From an optimization exercise on the open Yosys and OpenROAD flow, aimed at small area; shortcuts taken in it are not production practice. Only simulation tests tie the RTL to the original design; equivalence was not proved. The clock input has no modelled driver; a real chip could not lean on it and would need a root buffer or a full tree. Power and IR drop assume default switching activity.

==> pepper <==
==> flow/design.v <==
module vending_machine (
	clk,
	reset_n,
	i_input_coin,
	i_select_item,
	i_trigger_return,
	o_available_item,
	o_output_item,
	o_return_coin
);
	input clk;
	input reset_n;
	input [3-1:0] i_input_coin;
	input [4-1:0] i_select_item;
	input i_trigger_return;
	output [4-1:0] o_available_item;
	output [4-1:0] o_output_item;
	output [3-1:0] o_return_coin;
	localparam [3:0] S_T0  = 4'd12;
	localparam [3:0] S_T1  = 4'd6;
	localparam [3:0] S_T2  = 4'd11;
	localparam [3:0] S_T3  = 4'd5;
	localparam [3:0] S_T4  = 4'd10;
	localparam [3:0] S_T5  = 4'd13;
	localparam [3:0] S_T6  = 4'd14;
	localparam [3:0] S_T7  = 4'd15;
	localparam [3:0] S_T8  = 4'd7;
	localparam [3:0] S_T9  = 4'd3;
	localparam [3:0] S_T10 = 4'd1;
	localparam [3:0] S_O0  = 4'd0;
	localparam [3:0] S_O1  = 4'd2;
	localparam [3:0] S_O2  = 4'd9;
	localparam [3:0] S_O3  = 4'd8;
	localparam [3:0] S_RET = 4'd4;
	localparam HB = 21;
	localparam [2:0] RC0 = 3'd0;
	localparam [2:0] RC1 = 3'd1;
	localparam [2:0] RC2 = 3'd3;
	localparam [2:0] RC3 = 3'd2;
	localparam [2:0] RC4 = 3'd6;
	reg [HB-1:0] h;
	reg [1:0] m;
	reg [2:0] r;                                 
	reg [3:0] state;
	wire h_nz = |h;
	wire r4 = (r == RC4);
	wire r_nz = (r != RC0);
	wire ge5  = h_nz | (m != 2'd0);
	wire ge1  = ge5 | r_nz;
	wire ge4  = ge5 | r4;
	wire ge10 = h_nz | m[1];
	wire ge20 = h_nz;
	wire returning = (state == S_RET);
	reg op_p1, op_p5, op_p10, op_m1, op_m4, op_m5, op_m10, op_m20;
	reg [3:0] state_nxt;
	reg [3:0] s_dec;
	always @(*) begin
		case (state)
			S_T1: s_dec = S_T0;
			S_T2: s_dec = S_T1;
			S_T3: s_dec = S_T2;
			S_T4: s_dec = S_T3;
			S_T5: s_dec = S_T4;
			S_T6: s_dec = S_T5;
			S_T7: s_dec = S_T6;
			S_T8: s_dec = S_T7;
			S_T9: s_dec = S_T8;
			S_T10: s_dec = S_T9;
			default: s_dec = S_T9;
		endcase
	end
	always @(*) begin
		{op_p1, op_p5, op_p10, op_m1, op_m4, op_m5, op_m10, op_m20} = 8'b0;
		if (returning) begin
			if (ge10) op_m10 = 1'b1;
			else if (ge5) op_m5 = 1'b1;
			else if (ge1) op_m1 = 1'b1;
			state_nxt = ge1 ? S_RET : S_T10;
		end
		else if (i_trigger_return)
			state_nxt = S_RET;
		else if (i_input_coin[0]) begin
			op_p1 = 1'b1;
			state_nxt = S_T10;
		end
		else if (i_input_coin[1]) begin
			op_p5 = 1'b1;
			state_nxt = S_T10;
		end
		else if (i_input_coin[2]) begin
			op_p10 = 1'b1;
			state_nxt = S_T10;
		end
		else if (i_select_item[0]) begin
			op_m4 = ge4;
			state_nxt = ge4 ? S_O0 : S_T10;
		end
		else if (i_select_item[1]) begin
			op_m5 = ge5;
			state_nxt = ge5 ? S_O1 : S_T10;
		end
		else if (i_select_item[2]) begin
			op_m10 = ge10;
			state_nxt = ge10 ? S_O2 : S_T10;
		end
		else if (i_select_item[3]) begin
			op_m20 = ge20;
			state_nxt = ge20 ? S_O3 : S_T10;
		end
		else if (!ge1)
			state_nxt = S_T10;
		else if (state == S_T0)
			state_nxt = S_RET;
		else
			state_nxt = s_dec;
	end
	wire r_inc = op_p1 | op_m4;
	wire r_dec = op_m1;
	reg [2:0] r_nxt;
	always @(*) begin
		r_nxt = r;
		if (r_inc)
			case (r)
				RC0: r_nxt = RC1;
				RC1: r_nxt = RC2;
				RC2: r_nxt = RC3;
				RC3: r_nxt = RC4;
				default: r_nxt = RC0;
			endcase
		else if (r_dec)
			case (r)
				RC1: r_nxt = RC0;
				RC2: r_nxt = RC1;
				RC3: r_nxt = RC2;
				RC4: r_nxt = RC3;
				default: r_nxt = RC4;
			endcase
	end
	wire m_p1 = (op_p1 & r4) | op_p5;
	wire m_m1 = (op_m1 & ~r_nz) | (op_m4 & ~r4) | op_m5;
	wire [3:0] m_sum = {2'b00, m} + (op_p10 ? 4'd2 : m_p1 ? 4'd1 : m_m1 ? 4'b1111 : op_m10 ? 4'b1110 : 4'd0);
	wire up = m_sum[3:2] == 2'b01;
	wire dn = (m_sum[3] == 1'b1) | op_m20;
	wire fwd_in = ~(h[HB-1] ^ h[HB-3]);
	wire bwd_in = ~(h[0] ^ h[HB-2]);
	wire [HB-1:0] h_nxt = up ? {h[HB-2:0], fwd_in} : dn ? {bwd_in, h[HB-1:1]} : h;
	always @(posedge clk) begin
		if (!reset_n) begin
			h <= 0;
			m <= 0;
			r <= RC0;
			state <= S_T10;
		end
		else begin
			h <= h_nxt;
			m <= m_sum[1:0];
			r <= r_nxt;
			state <= state_nxt;
		end
	end
	assign o_available_item = {ge20, ge10, ge5, ge4};
	assign o_output_item = {state == S_O3, state == S_O2, state == S_O1, state == S_O0};
	assign o_return_coin = returning ? {ge10, ~ge10 & ge5, ~ge5 & ge1} : 3'b000;
endmodule
==> flow/flow/run.sh <==
#!/bin/bash
# Own layout flow: the standard ORFS flow (standard.sh) with these changes.
#  - Synthesis runs the standard flow's synthesis script unchanged, except that ABC maps
#    the logic with flow/area.abc (deep AIG optimisation, then area-oriented
#    mapping) and Yosys's full/half-adder extraction is off
#    (ADDER_MAP_FILE empty). Registers are mapped before ABC, as before.
#  - Every port gets a buffer, of the smallest buffer cell (buf_1).
#  - The clock tree is a single clkbuf_16: CTS builds a tree of clkbuf_4
#    cells without dummy loads, and flow/post_cts.tcl (run at the end of the
#    CTS step) moves every flip-flop onto the root buffer, upsized.
set -euo pipefail
W=$PWD
cat "$W/flow/abc_override.tcl" "$W/synth_recipe.tcl" > "$W/own_synth.tcl"
export MY_ABC_SCRIPT="$W/flow/area.abc"
export BUFFER_PORTS_ARGS="-buffer_cell sky130_fd_sc_hd__buf_1"
export POST_CTS_TCL="$W/flow/post_cts.tcl"
export CTS_ARGS="-sink_clustering_enable -repair_clock_nets -dont_use_dummy_load -buf_list sky130_fd_sc_hd__clkbuf_4 -root_buf sky130_fd_sc_hd__clkbuf_4"
bash standard.sh SYNTH_SCRIPT="$W/own_synth.tcl" ADDER_MAP_FILE= finish > "$W/standard.log" 2>&1
==> flow/flow/abc_override.tcl <==
# Run ABC with the script named by MY_ABC_SCRIPT instead of ORFS's.
proc abc {args} {
  set i [lsearch -exact $args -script]
  if { $i >= 0 } { lset args [expr {$i + 1}] $::env(MY_ABC_SCRIPT) }
  yosys abc {*}$args
}
==> flow/flow/area.abc <==
strash
&get -n
&deepsyn -J 100 -T 100
&put
dch -f
amap
==> flow/flow/post_cts.tcl <==
# Runs at the end of the CTS step (POST_CTS_TCL). The clock tree CTS built
# (a root buffer driving four leaf buffers) is replaced by its root buffer
# alone, upsized to clkbuf_16 and moved to the middle of the flip-flops:
# every flip-flop clock pin is moved from its leaf buffer's net onto the root
# buffer's net and the leaf buffers are removed. The clock port still drives
# only the root buffer.
set block [ord::get_db_block]
set root ""
foreach it [[$block findNet clk] getITerms] {
  if {[$it isInputSignal]} { set root [$it getInst] }
}
set root_net [[$root findITerm X] getNet]
set leaves {}
foreach it [$root_net getITerms] {
  set inst [$it getInst]
  if {$inst != $root && [string match "*clkbuf*" [[$inst getMaster] getName]]} {
    lappend leaves $inst
  }
}
foreach inst $leaves {
  set net [[$inst findITerm X] getNet]
  foreach it [$net getITerms] {
    if {[$it getInst] == $inst} { continue }
    $it disconnect
    $it connect $root_net
  }
  odb::dbInst_destroy $inst
  odb::dbNet_destroy $net
}
$root swapMaster [[ord::get_db] findMaster sky130_fd_sc_hd__clkbuf_16]
set sx 0
set sy 0
set n 0
foreach it [$root_net getITerms] {
  set inst [$it getInst]
  if {$inst == $root} { continue }
  set b [$inst getBBox]
  set sx [expr {$sx + ([$b xMin] + [$b xMax]) / 2}]
  set sy [expr {$sy + ([$b yMin] + [$b yMax]) / 2}]
  incr n
}
$root setLocation [expr {$sx / $n}] [expr {$sy / $n}]
$root setPlacementStatus PLACED
puts "post_cts: removed [llength $leaves] leaf clock buffers, root drives $n pins"
detailed_placement
check_placement -verbose
estimate_parasitics -placement
==> flow/standard.sh <==
#!/bin/bash
# synth_recipe.tcl (not shown) runs the flow's synth.tcl, then flattens the netlist and writes it again
# the make line also repeats each setting of config.mk as NAME=value (left out here)
make -C /OpenROAD-flow-scripts/flow DESIGN_CONFIG=/design/flow/config.mk WORK_HOME=/design/flow/orfs CLKGATE_MAP_FILE= SYNTH_SCRIPT=/design/flow/synth_recipe.tcl "${@:-finish}"
==> flow/config.mk <==
export PLATFORM = sky130hd
export DESIGN_NAME = vending_machine
export DESIGN_NICKNAME = vending_machine
export VERILOG_FILES = /design/flow/design.v
export SDC_FILE = /design/flow/constraint.sdc
export NUM_CORES = 4
export LEC_CHECK = 0
export CAP_MARGIN = 20
export CORE_MARGIN = 2
export CORE_UTILIZATION = 40
export SLEW_MARGIN = 20
==> flow/constraint.sdc <==
create_clock -name core_clock -period 7.0 [get_ports {clk}]
set_input_delay 1.4000 -clock core_clock [delete_from_list [all_inputs] [get_ports {clk}]]
set_output_delay 1.4000 -clock core_clock [all_outputs]
set_load 0.01 [all_outputs]
==> inputs of xenon, as changes to pepper <==
--- a/flow/flow/run.sh
+++ b/flow/flow/run.sh
@@ -7,5 +7,7 @@
 #  - Every port gets a buffer, of the smallest buffer cell (buf_1).
-#  - The clock tree is a single clkbuf_16: CTS builds a tree of clkbuf_4
+#  - The clock tree is a single buf_12: CTS builds a tree of clkbuf_4
 #    cells without dummy loads, and flow/post_cts.tcl (run at the end of the
-#    CTS step) moves every flip-flop onto the root buffer, upsized.
+#    CTS step) moves every flip-flop onto the root buffer, resized.
+#  - flow/post_cts.tcl also removes the buffers that timing-driven global
+#    placement put on signal nets.
 set -euo pipefail
--- a/flow/flow/post_cts.tcl
+++ b/flow/flow/post_cts.tcl
@@ -1,4 +1,6 @@
-# Runs at the end of the CTS step (POST_CTS_TCL). The clock tree CTS built
+# Runs at the end of the CTS step (POST_CTS_TCL).
+#
+# The clock tree CTS built
 # (a root buffer driving four leaf buffers) is replaced by its root buffer
-# alone, upsized to clkbuf_16 and moved to the middle of the flip-flops:
+# alone, resized to buf_12 and moved to the middle of the flip-flops:
 # every flip-flop clock pin is moved from its leaf buffer's net onto the root
@@ -7,2 +9,19 @@
 set block [ord::get_db_block]
+
+# Buffers that timing-driven placement put on high-fanout signal nets are
+# removed again: with the placement done, their drivers meet the slew and
+# capacitance limits without them.
+set extra {}
+foreach inst [$block getInsts] {
+  set name [$inst getName]
+  if {[string match "sky130_fd_sc_hd__buf_*" [[$inst getMaster] getName]] &&
+      ![string match "input*" $name] && ![string match "output*" $name]} {
+    lappend extra $name
+  }
+}
+if {[llength $extra] > 0} {
+  puts "post_cts: removing buffers $extra"
+  remove_buffers $extra
+}
+
 set root ""
@@ -29,3 +48,3 @@
 }
-$root swapMaster [[ord::get_db] findMaster sky130_fd_sc_hd__clkbuf_16]
+$root swapMaster [[ord::get_db] findMaster sky130_fd_sc_hd__buf_12]
 set sx 0
==> inputs of delta, as changes to pepper <==
--- a/flow/design.v
+++ b/flow/design.v
@@ -18,18 +18,18 @@
 	output [3-1:0] o_return_coin;
-	localparam [3:0] S_T0  = 4'd12;
-	localparam [3:0] S_T1  = 4'd6;
-	localparam [3:0] S_T2  = 4'd11;
-	localparam [3:0] S_T3  = 4'd5;
-	localparam [3:0] S_T4  = 4'd10;
-	localparam [3:0] S_T5  = 4'd13;
-	localparam [3:0] S_T6  = 4'd14;
-	localparam [3:0] S_T7  = 4'd15;
-	localparam [3:0] S_T8  = 4'd7;
-	localparam [3:0] S_T9  = 4'd3;
-	localparam [3:0] S_T10 = 4'd1;
+	localparam [3:0] S_T0  = 4'd4;
+	localparam [3:0] S_T1  = 4'd5;
+	localparam [3:0] S_T2  = 4'd6;
+	localparam [3:0] S_T3  = 4'd7;
+	localparam [3:0] S_T4  = 4'd8;
+	localparam [3:0] S_T5  = 4'd9;
+	localparam [3:0] S_T6  = 4'd10;
+	localparam [3:0] S_T7  = 4'd11;
+	localparam [3:0] S_T8  = 4'd12;
+	localparam [3:0] S_T9  = 4'd13;
+	localparam [3:0] S_T10 = 4'd14;
 	localparam [3:0] S_O0  = 4'd0;
-	localparam [3:0] S_O1  = 4'd2;
-	localparam [3:0] S_O2  = 4'd9;
-	localparam [3:0] S_O3  = 4'd8;
-	localparam [3:0] S_RET = 4'd4;
+	localparam [3:0] S_O1  = 4'd1;
+	localparam [3:0] S_O2  = 4'd2;
+	localparam [3:0] S_O3  = 4'd3;
+	localparam [3:0] S_RET = 4'd15;
 	localparam HB = 21;
==> flow/flow/run.sh (replaced) <==
#!/bin/bash
# Own layout flow: the standard ORFS flow (standard.sh) with three changes.
#  - Synthesis runs the standard flow's synthesis script unchanged, except that ABC maps
#    the logic with flow/area.abc (deep AIG optimisation, then area-oriented
#    mapping) and Yosys's full/half-adder extraction is off
#    (ADDER_MAP_FILE empty). Registers are mapped before ABC, as before.
#  - Every port gets a buffer, of the smallest buffer cell (buf_1).
#  - The clock tree is built from clkbuf_4 cells, without dummy loads.
set -euo pipefail
W=$PWD
cat "$W/flow/abc_override.tcl" "$W/synth_recipe.tcl" > "$W/own_synth.tcl"
export MY_ABC_SCRIPT="$W/flow/area.abc"
export BUFFER_PORTS_ARGS="-buffer_cell sky130_fd_sc_hd__buf_1"
export CTS_ARGS="-sink_clustering_enable -repair_clock_nets -dont_use_dummy_load -buf_list sky130_fd_sc_hd__clkbuf_4 -root_buf sky130_fd_sc_hd__clkbuf_4"
bash standard.sh SYNTH_SCRIPT="$W/own_synth.tcl" ADDER_MAP_FILE= finish > "$W/standard.log" 2>&1
removed: flow/flow/post_cts.tcl
==> inputs of harbor, as changes to pepper <==
==> flow/flow/run.sh (replaced) <==
#!/bin/bash
# Own layout flow: the standard ORFS flow (standard.sh) with three changes.
#  - Synthesis runs the standard flow's synthesis script unchanged, except that ABC maps
#    the logic with flow/area.abc (deep AIG optimisation, then area-oriented
#    mapping) and Yosys's full/half-adder extraction is off
#    (ADDER_MAP_FILE empty). Registers are mapped before ABC, as before.
#  - Every port gets a buffer, of the smallest buffer cell (buf_1).
#  - The clock tree is built from clkbuf_4 cells, without dummy loads.
set -euo pipefail
W=$PWD
cat "$W/flow/abc_override.tcl" "$W/synth_recipe.tcl" > "$W/own_synth.tcl"
export MY_ABC_SCRIPT="$W/flow/area.abc"
export BUFFER_PORTS_ARGS="-buffer_cell sky130_fd_sc_hd__buf_1"
export CTS_ARGS="-sink_clustering_enable -repair_clock_nets -dont_use_dummy_load -buf_list sky130_fd_sc_hd__clkbuf_4 -root_buf sky130_fd_sc_hd__clkbuf_4"
bash standard.sh SYNTH_SCRIPT="$W/own_synth.tcl" ADDER_MAP_FILE= finish > "$W/standard.log" 2>&1
- CORE_UTILIZATION: 40 -> 55
- PLACE_DENSITY: unset -> 0.75
removed: flow/flow/post_cts.tcl
==> comparison table <==
item                                                                                           delta                           xenon                     harbor                     pepper
Vias in the first global route                                                                 1,174                               -                      1,260                      1,326
Status                                                                       complete, no violations       aborted with a tool error    complete, no violations    complete, no violations
Failing step                                                                                       -  clock tree synthesis (4_1_cts)                          -                          -
Crit path capture type                                                                          flop                               -                       flop                       flop
Worst vdd ir                                                                                0.110 mV                               -                   0.128 mV                   0.118 mV
Level count of the clock H-tree                                                                    2                               -                          2                          -
Mean area per synthesized cell                                                            7.74 sq um                      7.89 sq um                 7.89 sq um                 7.89 sq um
Pin count of the biggest net entering global routing                                              22                               -                         22                         31
GRT Total Usage                                                                                15.9%                               -                      21.2%                      18.4%
Met3 track demand over resource                                                                5.21%                               -                      7.49%                      1.76%
Min setup slack post-route                                                                   2.28 ns                               -                    1.86 ns                    1.85 ns
Largest cell class by area                                                         multi-input gates                               -          multi-input gates          multi-input gates
Portion of the clock cycle consumed by the worst path in the final layout                      67.4%                               -                      73.4%                      73.6%
Routed met2 length                                                                           1370 um                               -                    1510 um                    1540 um
Layout Utilization                                                                             45.4%                               -                      64.2%                      47.2%
Area of the core                                                                          3610 sq um                               -                 2500 sq um                 3420 sq um
Most common cell after layout, fill and taps aside                         sky130_fd_sc_hd__clkinv_1                               -  sky130_fd_sc_hd__clkinv_1  sky130_fd_sc_hd__clkinv_1
FF+latch area                                                                              601 sq um                               -                  601 sq um                  601 sq um
CP max stage cell                                                            sky130_fd_sc_hd__nor2_2                               -     sky130_fd_sc_hd__or4_1     sky130_fd_sc_hd__or4_1
Flip-flop count of the largest register, all copies and words added                               21                               -                         21                         21
Leakage power total                                                                         0.560 nW                               -                   0.548 nW                   0.538 nW

## separate check: timing with driven ports
The flow's constraints put no driver on any port. The routed layouts listed below were extracted and timed again, unchanged, in two steps.
Step 1 assumes that a clkbuf_16 drives the clock port and a buf_2 every other input.
Step 2 times the ports against the registers' clock, not the clock port: input delays grow and output delays shrink by t, the midpoint of the rising clock arrivals with the driver on.
a / b / c = ideal / step 1 / step 2; a / b = the first two.
run | shift t [ns] | setup slack, ns | worst setup path after step 2 | worst register clock-pin slew, ns | cell pins on the clock port's net
pepper | 0.192 | 1.851 / 1.851 / 1.733 | input to register | 0.11 / 0.11 | 1
delta | 0.340 | 2.281 / 2.281 / 2.030 | input to register | 0.10 / 0.10 | 1
harbor | 0.323 | 1.863 / 1.863 / 1.816 | input to register | 0.08 / 0.08 | 1
After both steps every run listed still meets setup and hold. The setup slack of delta, which loses most, moves by 0.000 ns with the drivers and by -0.251 ns with both steps.
